Source: an optimization exercise on an open RTL-to-GDS flow (aim: small area). Production flows keep margins and buffers that such runs may drop. In this exercise RTL edits were held to simulation tests only and were not proved equivalent to the original. Power and IR drop assume default switching activity.

## BouncingLED
module BouncingLED(
	input CLOCK_50,
	input [2:0] KEY,
	output reg [9:0] LEDR,
	output [7:0] HEX0,
	output [7:0] HEX1,
	output [7:0] HEX2,
	output [7:0] HEX3
	);
	reg [1:0] KEY_sync, KEY_A, KEY_B;
	wire KEY_0 = KEY_sync[0];
	wire KEY_1 = KEY_sync[1];
	reg [31:0] velocity;
	reg [27:0] position;
	reg delta_switch_flag;
	reg time_step_reg;
	reg v_zero_q, p_zero_q;
	wire time_step;
	wire KEY_1_Edge;
	always @(posedge CLOCK_50) begin
		KEY_sync <= KEY_B;
		KEY_B <= KEY_A;
		KEY_A <= KEY[1:0];
	end
	wire ts     = time_step_reg;
	wire kick   = KEY_1_Edge;
	wire v_neg  = velocity[31];
	wire v_zero = ~|velocity;
	wire p_neg  = position[27] & position[26];
	wire p_zero = ~|position;
	wire v_pos_t = ~v_neg & ~v_zero_q;
	wire ceil   = position[27] & position[25] & v_pos_t;
	wire floor_ = (p_neg | p_zero_q) & v_neg;
	wire bounce = ceil | floor_;
	wire neg_b  = ts & bounce;
	wire set_3  = ~ts & (kick ? (v_neg | v_zero) : ~KEY_0);
	wire sel_v  = ~neg_b & ~set_3;
	wire sel_x  = ts & floor_;
	wire [31:0] v_sra2 = {{2{velocity[31]}}, velocity[31:2]};
	wire [31:0] add_a = ({32{sel_v}} & velocity) | ({32{sel_x}} & v_sra2);
	wire [31:0] b_const = ts ? 32'hFFFFF2E4 : ((kick | ~KEY_0) ? 32'h03000000 : 32'd0);
	wire [31:0] add_b = neg_b ? {~velocity[31:2], floor_ ? 2'b11 : ~velocity[1:0]} : b_const;
	wire add_c = ts & (bounce | delta_switch_flag);
	wire [31:0] na = ~add_a;
	wire [31:0] nb = ~add_b;
	wire [31:0] ns;
	wire [32:0] nc;
	assign nc[0] = ~add_c;
	assign nc[16] = 1'b1;
	genvar i;
	generate
		for (i = 0; i < 32; i = i + 1) begin : vadd
			assign ns[i] = na[i] ^ nb[i] ^ nc[i];
			if (i != 15)
				assign nc[i+1] = (na[i] & nb[i]) | (nc[i] & (na[i] ^ nb[i]));
		end
	endgenerate
	wire c16 = ~((na[15] & nb[15]) | (nc[15] & (na[15] ^ nb[15])));
	wire [31:0] v_sum;
	assign v_sum[15:0] = ~ns[15:0];
	wire [15:0] v_ones;
	assign v_ones[0] = 1'b1;
	generate
		for (i = 0; i < 16; i = i + 1) begin : vinc
			assign v_sum[16+i] = ~ns[16+i] ^ (c16 & v_ones[i]);
			if (i < 15)
				assign v_ones[i+1] = v_ones[i] & ~ns[16+i];
		end
	endgenerate
  ...
Size: roughly 46 I/O pins.
export LEC_CHECK = 0
export CAP_MARGIN = 20
export CORE_MARGIN = 2
export CORE_UTILIZATION = 60
export CTS_BUF_LIST = sky130_fd_sc_hd__clkbuf_8
export SLEW_MARGIN = 20
create_clock -name core_clock -period 10.0 [get_ports {CLOCK_50}]
standard.sh (not shown) runs the stock make flow with config.mk's settings and CLKGATE_MAP_FILE= SYNTH_SCRIPT=/design/flow/synth_recipe.tcl, a recipe that flattens the netlist after the stock synthesis.
==> flow/flow/run.sh <==
#!/bin/bash
# The standard layout (standard.sh) with three changes to how the layout
# is built:
#  - after the standard synthesis, its combinational cells are mapped again
#    for area (flow/remap.sh); flip-flops, adders and tie cells are kept as
#    they are, with their names;
#  - each port gets the smallest buffer;
#  - clock tree synthesis adds no dummy loads.
# Each tool's full output goes to a log file of its own in this folder
# (make_synth.log, remap_yosys.log, make_finish.log); ORFS keeps each
# step's own log under orfs/logs/.
set -euo pipefail
results=$PWD/orfs/results/$FLOW_PLATFORM/BouncingLED/base
bash standard.sh "$results/1_2_yosys.v" > make_synth.log 2>&1
bash flow/remap.sh "$results/1_2_yosys.v" > remap_yosys.log 2>&1
bash standard.sh \
	"BUFFER_PORTS_ARGS=-buffer_cell sky130_fd_sc_hd__buf_1" \
	"CTS_ARGS=-sink_clustering_enable -repair_clock_nets -dont_use_dummy_load -buf_list sky130_fd_sc_hd__clkbuf_16 -sink_clustering_size 40 -sink_clustering_max_diameter 500 -sink_clustering_levels 1" \
	finish > make_finish.log 2>&1
Other scripts of this flow, unchanged in this note and not shown: flow/flow/remap.sh
The baseline passed the timing, design-rule and antenna checks.
Then changed:
--- a/flow/flow/run.sh
+++ b/flow/flow/run.sh
@@ -17,3 +17,3 @@
 	"BUFFER_PORTS_ARGS=-buffer_cell sky130_fd_sc_hd__buf_1" \
-	"CTS_ARGS=-sink_clustering_enable -repair_clock_nets -dont_use_dummy_load -buf_list sky130_fd_sc_hd__clkbuf_16 -sink_clustering_size 40 -sink_clustering_max_diameter 500 -sink_clustering_levels 1" \
+	"CTS_ARGS=-sink_clustering_enable -repair_clock_nets -dont_use_dummy_load -buf_list sky130_fd_sc_hd__clkbuf_8" \
 	finish > make_finish.log 2>&1
The new run went through all stages and came out clean.
Hold slack loses 0.0054 ns.
Combinational power barely changes.
Critical path depth does not change.
Total power is lower by 12%.
Design area is lower by 1.8%.
Area after synthesis stays the same.
Synthesized cell count does not change.
Maximum frequency is lower by 0.38%.
Flip-flop and latch count does not change.
Global-route usage is lower by 0.33 points.
Then changed:
--- a/flow/flow/run.sh
+++ b/flow/flow/run.sh
@@ -17,3 +17,3 @@
 	"BUFFER_PORTS_ARGS=-buffer_cell sky130_fd_sc_hd__buf_1" \
-	"CTS_ARGS=-sink_clustering_enable -repair_clock_nets -dont_use_dummy_load -buf_list sky130_fd_sc_hd__clkbuf_8" \
+	"CTS_ARGS=-sink_clustering_enable -repair_clock_nets -dont_use_dummy_load -buf_list sky130_fd_sc_hd__clkbuf_8 -sink_clustering_size 40 -sink_clustering_max_diameter 500" \
 	finish > make_finish.log 2>&1
Clock power hardly moves.
Clock-buffer cell count is unchanged.
Synthesized cell count is unchanged.
Hold slack is unchanged.
Via count stays the same.
Non-clock buffer count stays the same.
Then changed:
--- a/flow/flow/run.sh
+++ b/flow/flow/run.sh
@@ -17,3 +17,3 @@
 	"BUFFER_PORTS_ARGS=-buffer_cell sky130_fd_sc_hd__buf_1" \
-	"CTS_ARGS=-sink_clustering_enable -repair_clock_nets -dont_use_dummy_load -buf_list sky130_fd_sc_hd__clkbuf_8 -sink_clustering_size 40 -sink_clustering_max_diameter 500" \
+	"CTS_ARGS=-sink_clustering_enable -repair_clock_nets -dont_use_dummy_load -buf_list sky130_fd_sc_hd__clkbuf_8 -sink_clustering_size 30 -sink_clustering_max_diameter 400 -sink_clustering_levels 1" \
 	finish > make_finish.log 2>&1
The changed run finished clean.
Maximum frequency stays the same.
Final cell count is unchanged.
Count of clock-buffer cells in the layout is unchanged.
Synthesized area stays the same.
Cell area is unchanged.
Worst setup slack is unchanged.
Wire length stays the same.
Clock skew is unchanged.
Global-route usage is unchanged.
First-iteration DRC count does not change.

* * *

Setup of tundra:
BouncingLED, a different RTL version from the one above (not shown whole).
For scale: about 680 cells after synthesis, about 85 flip-flops, roughly 5800 µm² of cells after synthesis.
Settings: LEC_CHECK=0, CAP_MARGIN=20, CORE_MARGIN=2, CORE_UTILIZATION=75, CTS_BUF_LIST=sky130_fd_sc_hd__clkbuf_8, SLEW_MARGIN=20; clock period 10.0 ns.
==> flow/flow/run.sh <==
#!/bin/bash
# The standard layout (standard.sh: the standard synthesis, then ORFS to
# finish) with two changes to how the layout is built: each port gets the
# smallest buffer, and clock tree synthesis adds no dummy loads.
# make's full output goes to make_finish.log in this folder; ORFS keeps each
# step's own log under orfs/logs/.
set -euo pipefail
bash standard.sh \
	"BUFFER_PORTS_ARGS=-buffer_cell sky130_fd_sc_hd__buf_1" \
	"CTS_ARGS=-sink_clustering_enable -repair_clock_nets -dont_use_dummy_load -buf_list sky130_fd_sc_hd__clkbuf_8 -sink_clustering_size 30 -sink_clustering_max_diameter 100" \
	finish > make_finish.log 2>&1
Looking at the reports, tundra completed the entire flow and the layout it produced met the timing, design-rule and antenna checks.
Input changes introduced in willow (baseline for comparison: tundra):
Settings: a change of CORE_UTILIZATION from 75 to 60.
--- a/flow/flow/run.sh
+++ b/flow/flow/run.sh
@@ -9,3 +9,3 @@
 	"BUFFER_PORTS_ARGS=-buffer_cell sky130_fd_sc_hd__buf_1" \
-	"CTS_ARGS=-sink_clustering_enable -repair_clock_nets -dont_use_dummy_load -buf_list sky130_fd_sc_hd__clkbuf_8 -sink_clustering_size 30 -sink_clustering_max_diameter 100" \
+	"CTS_ARGS=-sink_clustering_enable -repair_clock_nets -dont_use_dummy_load -buf_list sky130_fd_sc_hd__clkbuf_8" \
 	finish > make_finish.log 2>&1
==> notes.md <==
willow reached the end of the flow, and the finished layout is clean on the timing, design-rule and antenna checks.
Summary: area enclosed by the die boundary, willow worse than tundra
On internal cell power, tundra and willow are neck and neck.
Final period demand of the worst path improves in willow relative to tundra.
willow: final area is about 0.6% higher than what tundra reported.
## Diff of input files: raven against willow
==> flow/run.sh (new file) <==
#!/bin/bash
# synth_recipe.tcl (not shown) runs the flow's synth.tcl, then flattens the netlist and writes it again
# the make line also repeats each setting of config.mk as NAME=value (left out here)
make -C /OpenROAD-flow-scripts/flow DESIGN_CONFIG=/design/flow/config.mk WORK_HOME=/design/flow/orfs CLKGATE_MAP_FILE= SYNTH_SCRIPT=/design/flow/synth_recipe.tcl finish
removed: flow/flow/run.sh
removed: flow/standard.sh
[summary]
- Between raven and willow, the wire length is higher for willow.
- Diff willow..raven | synthesized cell count | unchanged
- In the tables for raven and willow, length of the first detailed-routing pass in iterations reads higher with raven.
- On raven: switching power as a share of total power is 2.6 points higher than what willow gave.
- Between raven and willow, the share of the final layout cell area in sequential cells is higher for willow.
The inputs of pepper differ from those of raven as listed below.
==> flow/flow/run.sh (new file) <==
#!/bin/bash
# The standard layout (standard.sh: the standard synthesis, then ORFS to
# finish) with two changes to how the layout is built: each port gets the
# smallest buffer, and clock tree synthesis adds no dummy loads.
# make's full output goes to make_finish.log in this folder; ORFS keeps each
# step's own log under orfs/logs/.
set -euo pipefail
bash standard.sh \
	"BUFFER_PORTS_ARGS=-buffer_cell sky130_fd_sc_hd__buf_1" \
	"CTS_ARGS=-sink_clustering_enable -repair_clock_nets -dont_use_dummy_load -root_buf sky130_fd_sc_hd__clkbuf_8 -buf_list sky130_fd_sc_hd__clkbuf_4 -sink_clustering_size 12 -sink_clustering_max_diameter 60" \
	finish > make_finish.log 2>&1
==> flow/standard.sh (new file) <==
#!/bin/bash
# synth_recipe.tcl (not shown) runs the flow's synth.tcl, then flattens the netlist and writes it again
# the make line also repeats each setting of config.mk as NAME=value (left out here)
make -C /OpenROAD-flow-scripts/flow DESIGN_CONFIG=/design/flow/config.mk WORK_HOME=/design/flow/orfs CLKGATE_MAP_FILE= SYNTH_SCRIPT=/design/flow/synth_recipe.tcl "${@:-finish}"
removed: flow/run.sh
==> comparison <==
Looking at logic depth of the worst setup path including buffers, pepper sits below raven.
Summary of pepper over raven: post-route cell area went down; number of max-slew violations in the final report neither gained nor lost much; final worst setup slack saw an increase.
For the number of global-route vias before repair, pepper came in about 2% lower than raven did.
Compared with raven, pepper shows a register-to-register slack that is 0.05 ns higher.
| clock period minus final worst setup slack | pepper vs raven | 0.050 ns lower |

* * *

## before
The RTL this note starts from:
==> flow/design.v <==
`timescale 1ns/1ps
module EdgeDetector(
	input Signal,
	input CLOCK_50,
	output reg Edge
	);
	reg CurrentInput, OneClockDelay;
	always @(posedge CLOCK_50) begin
		CurrentInput <= Signal;
		OneClockDelay <= CurrentInput;
	end
	always @(posedge CLOCK_50) begin
	 	Edge <= (CurrentInput & ~OneClockDelay) ? 1'b1 : 1'b0;
	end
endmodule
`timescale 1ns/1ps
module HEXDisplay(
	input [3:0] HexInput,
	output [7:0] DisplayOut
	);
	assign DisplayOut[0] = ~((~HexInput[0] & ~HexInput[2]) | (HexInput[0] & HexInput[2] & ~HexInput[3]) | (HexInput[1] & HexInput[2]) | (~HexInput[1] & ~HexInput[2] & HexInput[3]) | (~HexInput[0] & HexInput[3]) | (HexInput[1] & ~HexInput[3]));
	assign DisplayOut[1] = (~HexInput[0] & HexInput[2] & HexInput[3]) | (HexInput[0] & ~HexInput[1] & HexInput[2] & ~HexInput[3]) | (~HexInput[0] & HexInput[1] & HexInput[2]) | (HexInput[0] & HexInput[1] & HexInput[3]);
	assign DisplayOut[2] = (~HexInput[0] & HexInput[1] & ~HexInput[2] & ~HexInput[3]) | (HexInput[1] & HexInput[2] & HexInput[3]) | (~HexInput[0] & HexInput[2] & HexInput[3]);
	assign DisplayOut[3] = (HexInput[0] & HexInput[1] & HexInput[2]) | (~HexInput[0] & ~HexInput[1] & HexInput[2] & ~HexInput[3]) | (~HexInput[0] & HexInput[1] & ~HexInput[2] & HexInput[3]) | (HexInput[0] & ~HexInput[1] & ~HexInput[2]);
	assign DisplayOut[4] = (HexInput[0] & ~HexInput[3]) | (~HexInput[1] & HexInput[2] & ~HexInput[3]) | (HexInput[0] & ~HexInput[1] & ~HexInput[2]);
	assign DisplayOut[5] = ~((~HexInput[2] & HexInput[3]) | (HexInput[1] & HexInput[3]) | (~HexInput[0] & HexInput[2]) | (~HexInput[0] & ~HexInput[1]) | (~HexInput[1] & HexInput[2] & ~HexInput[3]));
	assign DisplayOut[6] = (~HexInput[0] & ~HexInput[1] & HexInput[2] & HexInput[3]) | (HexInput[0] & HexInput[1] & HexInput[2] & ~HexInput[3]) | (~HexInput[1] & ~HexInput[2] & ~HexInput[3]);
	assign DisplayOut[7] = 1'b1;
endmodule
module HEXDisplayPos(
	input [3:0] HexInput,
	output [7:0] DisplayOut
	);
	assign DisplayOut[0] = ~((HexInput[1]) | (HexInput[0] & HexInput[2]) | (~HexInput[0] & ~HexInput[2]) | (HexInput[3]));
	assign DisplayOut[1] = ~((HexInput[0] & HexInput[1] & ~HexInput[3]) | (~HexInput[2]) | (~HexInput[0] & ~HexInput[1]));
	assign DisplayOut[2] = (~HexInput[0] & HexInput[1] & ~HexInput[2] & ~HexInput[3]) | (HexInput[2] & HexInput[3]);
	assign DisplayOut[3] = (HexInput[1] & HexInput[3]) | (~HexInput[0] & ~HexInput[1] & HexInput[2]) | (HexInput[0] & ~HexInput[1] & ~HexInput[2]) | (HexInput[0] & HexInput[1] & HexInput[2]);
	assign DisplayOut[4] = (HexInput[0] & ~HexInput[1]) | (HexInput[0] & ~HexInput[3]) | (~HexInput[1] & HexInput[2]);
	assign DisplayOut[5] = ~((~HexInput[0] & HexInput[2]) | (~HexInput[0] & ~HexInput[1]) | (HexInput[3]) | (~HexInput[1] & HexInput[2]));
	assign DisplayOut[6] = (HexInput[0] & HexInput[1] & HexInput[2] & ~HexInput[3]) | (~HexInput[1] & ~HexInput[2] & ~HexInput[3]);
	assign DisplayOut[7] = 1'b1;
endmodule
`timescale 1ns/1ps
module Timer_20_48us(
	input CLOCK_50, Reset,
	output reg Rollover
	);
	localparam [10:0] POL  = 11'b01010101010;
	localparam [10:0] LAST = 11'h2bf;
	reg [10:0] State;
	wire [10:0] Count = State ^ POL;
	wire last = (Count == LAST);
	wire clear = Reset | last;
	wire feedback = ~(Count[10] ^ Count[8]);
	wire [10:0] next = clear ? 11'd0 : {Count[9:0], feedback};
	always @(posedge CLOCK_50) begin
		Rollover <= last;
		State <= next ^ POL;
	end
endmodule
`timescale 1ns/1ps
module BouncingLED(
	input CLOCK_50,
	input [2:0] KEY,
	output reg [9:0] LEDR,
	output [7:0] HEX0,
	output [7:0] HEX1,
	output [7:0] HEX2,
	output [7:0] HEX3
	);
	reg [1:0] KEY_sync, KEY_A, KEY_B;
	wire KEY_0 = KEY_sync[0];
	wire KEY_1 = KEY_sync[1];
	reg [31:0] velocity;
	reg [27:0] position;
	reg delta_switch_flag;
	reg time_step_reg;
	reg v_zero_q, p_zero_q;
	wire time_step;
	wire KEY_1_Edge;
	always @(posedge CLOCK_50) begin
		KEY_sync <= KEY_B;
		KEY_B <= KEY_A;
		KEY_A <= KEY[1:0];
	end
	wire ts     = time_step_reg;
	wire kick   = KEY_1_Edge;
	wire v_neg  = velocity[31];
	wire v_zero = ~|velocity;
	wire p_neg  = position[27] & position[26];
	wire p_zero = ~|position;
	wire v_pos_t = ~v_neg & ~v_zero_q;
	wire ceil   = position[27] & position[25] & v_pos_t;
	wire floor_ = (p_neg | p_zero_q) & v_neg;
	wire bounce = ceil | floor_;
	wire neg_b  = ts & bounce;
	wire sel_v  = ~neg_b;
	wire sel_x  = ts & floor_;
	wire [31:0] v_sra2 = {{2{velocity[31]}}, velocity[31:2]};
	wire [31:0] add_a = ({32{sel_v}} & velocity) | ({32{sel_x}} & v_sra2);
	wire [31:0] b_const = ts ? 32'hFFFFF2E4 : (kick ? 32'h03000000 : 32'd0);
	wire [31:0] add_b = neg_b ? {~velocity[31:2], floor_ ? 2'b11 : ~velocity[1:0]} : b_const;
	wire add_c = ts & (bounce | delta_switch_flag);
	wire [31:0] na = ~add_a;
	wire [31:0] nb = ~add_b;
	wire [31:0] ns;
	wire [32:0] nc;
	assign nc[0] = ~add_c;
	assign nc[16] = 1'b1;
	genvar i;
	generate
		for (i = 0; i < 32; i = i + 1) begin : vadd
			assign ns[i] = na[i] ^ nb[i] ^ nc[i];
			if (i != 15)
				assign nc[i+1] = (na[i] & nb[i]) | (nc[i] & (na[i] ^ nb[i]));
		end
	endgenerate
	wire c16 = ~((na[15] & nb[15]) | (nc[15] & (na[15] ^ nb[15])));
	wire [31:0] v_sum;
	assign v_sum[15:0] = ~ns[15:0];
	wire [15:0] v_ones;
	assign v_ones[0] = 1'b1;
	generate
		for (i = 0; i < 16; i = i + 1) begin : vinc
			assign v_sum[16+i] = ~ns[16+i] ^ (c16 & v_ones[i]);
			if (i < 15)
				assign v_ones[i+1] = v_ones[i] & ~ns[16+i];
		end
	endgenerate
	wire set_3 = ~ts & (kick ? (v_neg | v_zero) : ~KEY_0);
	wire [15:0] p_b = {16{ts}} & velocity[31:16];
	wire [15:0] p_lo;
	wire [16:0] p_c;
	assign p_c[0] = 1'b0;
	generate
		for (i = 0; i < 16; i = i + 1) begin : padd
			assign p_lo[i] = position[i] ^ p_b[i] ^ p_c[i];
			assign p_c[i+1] = (position[i] & p_b[i]) | (p_c[i] & (position[i] ^ p_b[i]));
		end
	endgenerate
	wire p_sign = ts & velocity[31];
	wire p_up = p_c[16] & ~p_sign;
	wire p_dn = ~p_c[16] & p_sign;
	wire [12:0] p_ones, p_zeros;
	assign p_ones[0] = 1'b1;
	assign p_zeros[0] = 1'b1;
	wire [11:0] p_hi;
	generate
		for (i = 0; i < 12; i = i + 1) begin : phi
			assign p_hi[i] = position[16+i] ^ ((p_up & p_ones[i]) | (p_dn & p_zeros[i]));
			assign p_ones[i+1] = p_ones[i] & position[16+i];
			assign p_zeros[i+1] = p_zeros[i] & ~position[16+i];
		end
	endgenerate
	wire [27:0] p_sum = {p_hi, p_lo};
	reg [27:0] p_next;
	always @(*) begin
		if (ts) begin
			if (p_neg)
				p_next = v_pos_t ? 28'h9000000 : 28'd0;
			else if (p_zero_q & v_neg)
				p_next = 28'h100;
			else if (ceil)
				p_next = {4'b1001, p_sum[23:0]};
			else
				p_next = p_sum;
		end else if (!KEY_0)
			p_next = 28'd1000;
		else
			p_next = p_sum;
	end
	always @(posedge CLOCK_50) begin
		time_step_reg <= time_step;
		velocity <= set_3 ? 32'h03000000 : v_sum;
		position <= p_next;
		v_zero_q <= ~ts & ~kick & KEY_0 & v_zero;
		p_zero_q <= ~ts & KEY_0 & p_zero;
		if (ts)
			delta_switch_flag <= ~delta_switch_flag;
		else if (!KEY_0)
			delta_switch_flag <= 1'b0;
	end
	always @(*) begin
		if (p_neg)
			LEDR = 10'b0000000001;
		else if (position[27:24] != 4'd0)
			LEDR = 10'b1000000000;
		else if (position[23:0] < 24'd1677721 * 1)
			LEDR = 10'b0000000001;
		else if (position[23:0] < 24'd1677721 * 2)
			LEDR = 10'b0000000010;
		else if (position[23:0] < 24'd1677721 * 3)
			LEDR = 10'b0000000100;
		else if (position[23:0] < 24'd1677721 * 4)
			LEDR = 10'b0000001000;
		else if (position[23:0] < 24'd1677721 * 5)
			LEDR = 10'b0000010000;
		else if (position[23:0] < 24'd1677721 * 6)
			LEDR = 10'b0000100000;
		else if (position[23:0] < 24'd1677721 * 7)
			LEDR = 10'b0001000000;
		else if (position[23:0] < 24'd1677721 * 8)
			LEDR = 10'b0010000000;
		else if (position[23:0] < 24'd1677721 * 9)
			LEDR = 10'b0100000000;
		else
			LEDR = 10'b1000000000;
	end
	EdgeDetector Key1_EdgeDetector(
		.CLOCK_50(CLOCK_50),
		.Signal(KEY_1),
		.Edge(KEY_1_Edge)
	);
	Timer_20_48us Timer_20_48us(
		.CLOCK_50(CLOCK_50),
		.Rollover(time_step),
		.Reset(!KEY[0])
	);
	HEXDisplayPos HEX0Display(.HexInput(position[27:24]), .DisplayOut(HEX0));
	HEXDisplay HEX1Display(.HexInput({4{p_neg}}), .DisplayOut(HEX1));
	HEXDisplay HEX2Display(.HexInput(velocity[27:24]), .DisplayOut(HEX2));
	HEXDisplay HEX3Display(.HexInput(velocity[31:28]), .DisplayOut(HEX3));
endmodule
export LEC_CHECK = 0
export CAP_MARGIN = 20
export CORE_MARGIN = 2
export CORE_UTILIZATION = 60
export CTS_BUF_LIST = sky130_fd_sc_hd__clkbuf_8
export SLEW_MARGIN = 20
create_clock -name core_clock -period 10.0 [get_ports {CLOCK_50}]
==> flow/flow/run.sh <==
#!/bin/bash
# The standard layout (standard.sh) with three changes to how the layout
# is built:
#  - after the standard synthesis, its combinational cells are mapped again
#    for area (flow/remap.sh); flip-flops, adders and tie cells are kept as
#    they are, with their names;
#  - each port gets the smallest buffer;
#  - clock tree synthesis adds no dummy loads.
# Each tool's full output goes to a log file of its own in this folder
# (make_synth.log, remap_yosys.log, make_finish.log); ORFS keeps each
# step's own log under orfs/logs/.
set -euo pipefail
results=$PWD/orfs/results/$FLOW_PLATFORM/BouncingLED/base
bash standard.sh "$results/1_2_yosys.v" > make_synth.log 2>&1
bash flow/remap.sh "$results/1_2_yosys.v" > remap_yosys.log 2>&1
bash standard.sh \
	"BUFFER_PORTS_ARGS=-buffer_cell sky130_fd_sc_hd__buf_1" \
	"CTS_ARGS=-sink_clustering_enable -repair_clock_nets -dont_use_dummy_load -buf_list sky130_fd_sc_hd__clkbuf_8" \
	finish > make_finish.log 2>&1
==> flow/flow/remap.sh <==
#!/bin/bash
# remap.sh NETLIST: maps the combinational cells of the synthesized netlist
# again, for area, in place. Flip-flops, full and half adders and tie cells
# stay as they are. The standard netlist is kept beside it as *.standard.v.
set -euo pipefail
net=$1
lib=$FLOW_HOME/platforms/$FLOW_PLATFORM/lib/sky130_fd_sc_hd__tt_025C_1v80.lib
yosys=$FLOW_HOME/../tools/install/yosys/bin/yosys
cp "$net" "${net%.v}.standard.v"
dont_use=""
for c in sky130_fd_sc_hd__probe_p_8 sky130_fd_sc_hd__probec_p_8 sky130_fd_sc_hd__lpflow_bleeder_1 sky130_fd_sc_hd__lpflow_clkbufkapwr_1 sky130_fd_sc_hd__lpflow_clkbufkapwr_16 sky130_fd_sc_hd__lpflow_clkbufkapwr_2 sky130_fd_sc_hd__lpflow_clkbufkapwr_4 sky130_fd_sc_hd__lpflow_clkbufkapwr_8 sky130_fd_sc_hd__lpflow_clkinvkapwr_1 sky130_fd_sc_hd__lpflow_clkinvkapwr_16 sky130_fd_sc_hd__lpflow_clkinvkapwr_2 sky130_fd_sc_hd__lpflow_clkinvkapwr_4 sky130_fd_sc_hd__lpflow_clkinvkapwr_8 sky130_fd_sc_hd__lpflow_decapkapwr_12 sky130_fd_sc_hd__lpflow_decapkapwr_3 sky130_fd_sc_hd__lpflow_decapkapwr_4 sky130_fd_sc_hd__lpflow_decapkapwr_6 sky130_fd_sc_hd__lpflow_decapkapwr_8 sky130_fd_sc_hd__lpflow_inputiso0n_1 sky130_fd_sc_hd__lpflow_inputiso0p_1 sky130_fd_sc_hd__lpflow_inputiso1n_1 sky130_fd_sc_hd__lpflow_inputiso1p_1 sky130_fd_sc_hd__lpflow_inputisolatch_1 sky130_fd_sc_hd__lpflow_isobufsrc_1 sky130_fd_sc_hd__lpflow_isobufsrc_16 sky130_fd_sc_hd__lpflow_isobufsrc_2 sky130_fd_sc_hd__lpflow_isobufsrc_4 sky130_fd_sc_hd__lpflow_isobufsrc_8 sky130_fd_sc_hd__lpflow_isobufsrckapwr_16 sky130_fd_sc_hd__lpflow_lsbuf_lh_hl_isowell_tap_1 sky130_fd_sc_hd__lpflow_lsbuf_lh_hl_isowell_tap_2 sky130_fd_sc_hd__lpflow_lsbuf_lh_hl_isowell_tap_4 sky130_fd_sc_hd__lpflow_lsbuf_lh_isowell_4 sky130_fd_sc_hd__lpflow_lsbuf_lh_isowell_tap_1 sky130_fd_sc_hd__lpflow_lsbuf_lh_isowell_tap_2 sky130_fd_sc_hd__lpflow_lsbuf_lh_isowell_tap_4 sky130_fd_sc_hd__fill_1 sky130_fd_sc_hd__fill_2 sky130_fd_sc_hd__fill_4 sky130_fd_sc_hd__fill_8 ; do dont_use="$dont_use -dont_use $c"; done
printf 'strash\n&get -n\n&deepsyn -T 60\n&put\ndch -f\nmap -a\ntopo\n' > remap.abc
$yosys -p "
read_liberty -ignore_miss_func $lib
read_verilog ${net%.v}.standard.v
hierarchy -top $FLOW_TOP
setattr -mod -set keep_hierarchy 1 sky130_fd_sc_hd__fa_1 sky130_fd_sc_hd__ha_1 sky130_fd_sc_hd__dfxtp_1 sky130_fd_sc_hd__edfxtp_1 sky130_fd_sc_hd__conb_1
flatten
opt_clean
opt -purge
abc -liberty $lib $dont_use -script remap.abc
opt_clean -purge
insbuf -buf sky130_fd_sc_hd__buf_1 A X
splitnets
opt_clean -purge
stat -liberty $lib
select $FLOW_TOP
write_verilog -selected -noattr -noexpr -nohex -nodec $net
"
[inputs] after vs before
diff --git a/flow/flow/remap.sh b/flow/flow/remap.sh
--- a/flow/flow/remap.sh
+++ b/flow/flow/remap.sh
@@ -20,3 +20,3 @@
 opt -purge
-abc -liberty $lib $dont_use -script remap.abc
+abc -liberty $lib $dont_use -script remap.abc $FLOW_TOP
 opt_clean -purge
Results
Total routing usage reported by global routing came out exactly the same in before and after.
before -> after: fraction of area in registers delta 0, exact match
From after to before, die area did not move at all.
On total design power, before and after are neck and neck.
As far as shortest clock period the worst path allows after layout goes, before and after are indistinguishable; the numbers are identical.
Re core utilization: no difference whatsoever between before and after.
before -> after: via density per instance flat

[separate check: timing with driven ports]
The flow's constraints put no driver on any port. The routed layouts listed below were extracted and timed again, unchanged, in two steps.
Step 1, drivers: a clkbuf_16 drives CLOCK_50 and a buf_2 each remaining input, both assumed.
Step 2 times the ports against the registers' clock, not the clock port: input delays grow and output delays shrink by t, the midpoint of the rising clock arrivals with the driver on.
Three values: ideal ports, drivers, drivers and shift; two values: the first two.
run	shift t [ns]	slack for setup (ns)	clock arrival spread, ns	worst slew at a driven data input, ns	cell pins on the clock port's net
the first run of note 1	0.368	1.064 / 1.064 / 1.064	0.026 / 0.026	0.03	1
the second run of note 1	0.383	1.031 / 1.031 / 1.031	0.041 / 0.041	0.03	1
the third run of note 1	0.383	1.031 / 1.031 / 1.031	0.041 / 0.041	0.03	1
the fourth run of note 1	0.383	1.031 / 1.031 / 1.031	0.041 / 0.041	0.03	1
tundra	0.388	1.519 / 1.519 / 1.519	0.027 / 0.026	0.03	1
willow	0.381	1.649 / 1.649 / 1.649	0.031 / 0.031	0.03	1
raven	0.390	1.599 / 1.599 / 1.599	0.013 / 0.012	0.03	1
pepper	0.381	1.649 / 1.649 / 1.649	0.031 / 0.031	0.03	1
before	0.377	0.822 / 0.822 / 0.822	0.045 / 0.045	0.03	1
after	0.377	0.822 / 0.822 / 0.822	0.045 / 0.045	0.03	1
After both steps every run listed still meets setup and hold.
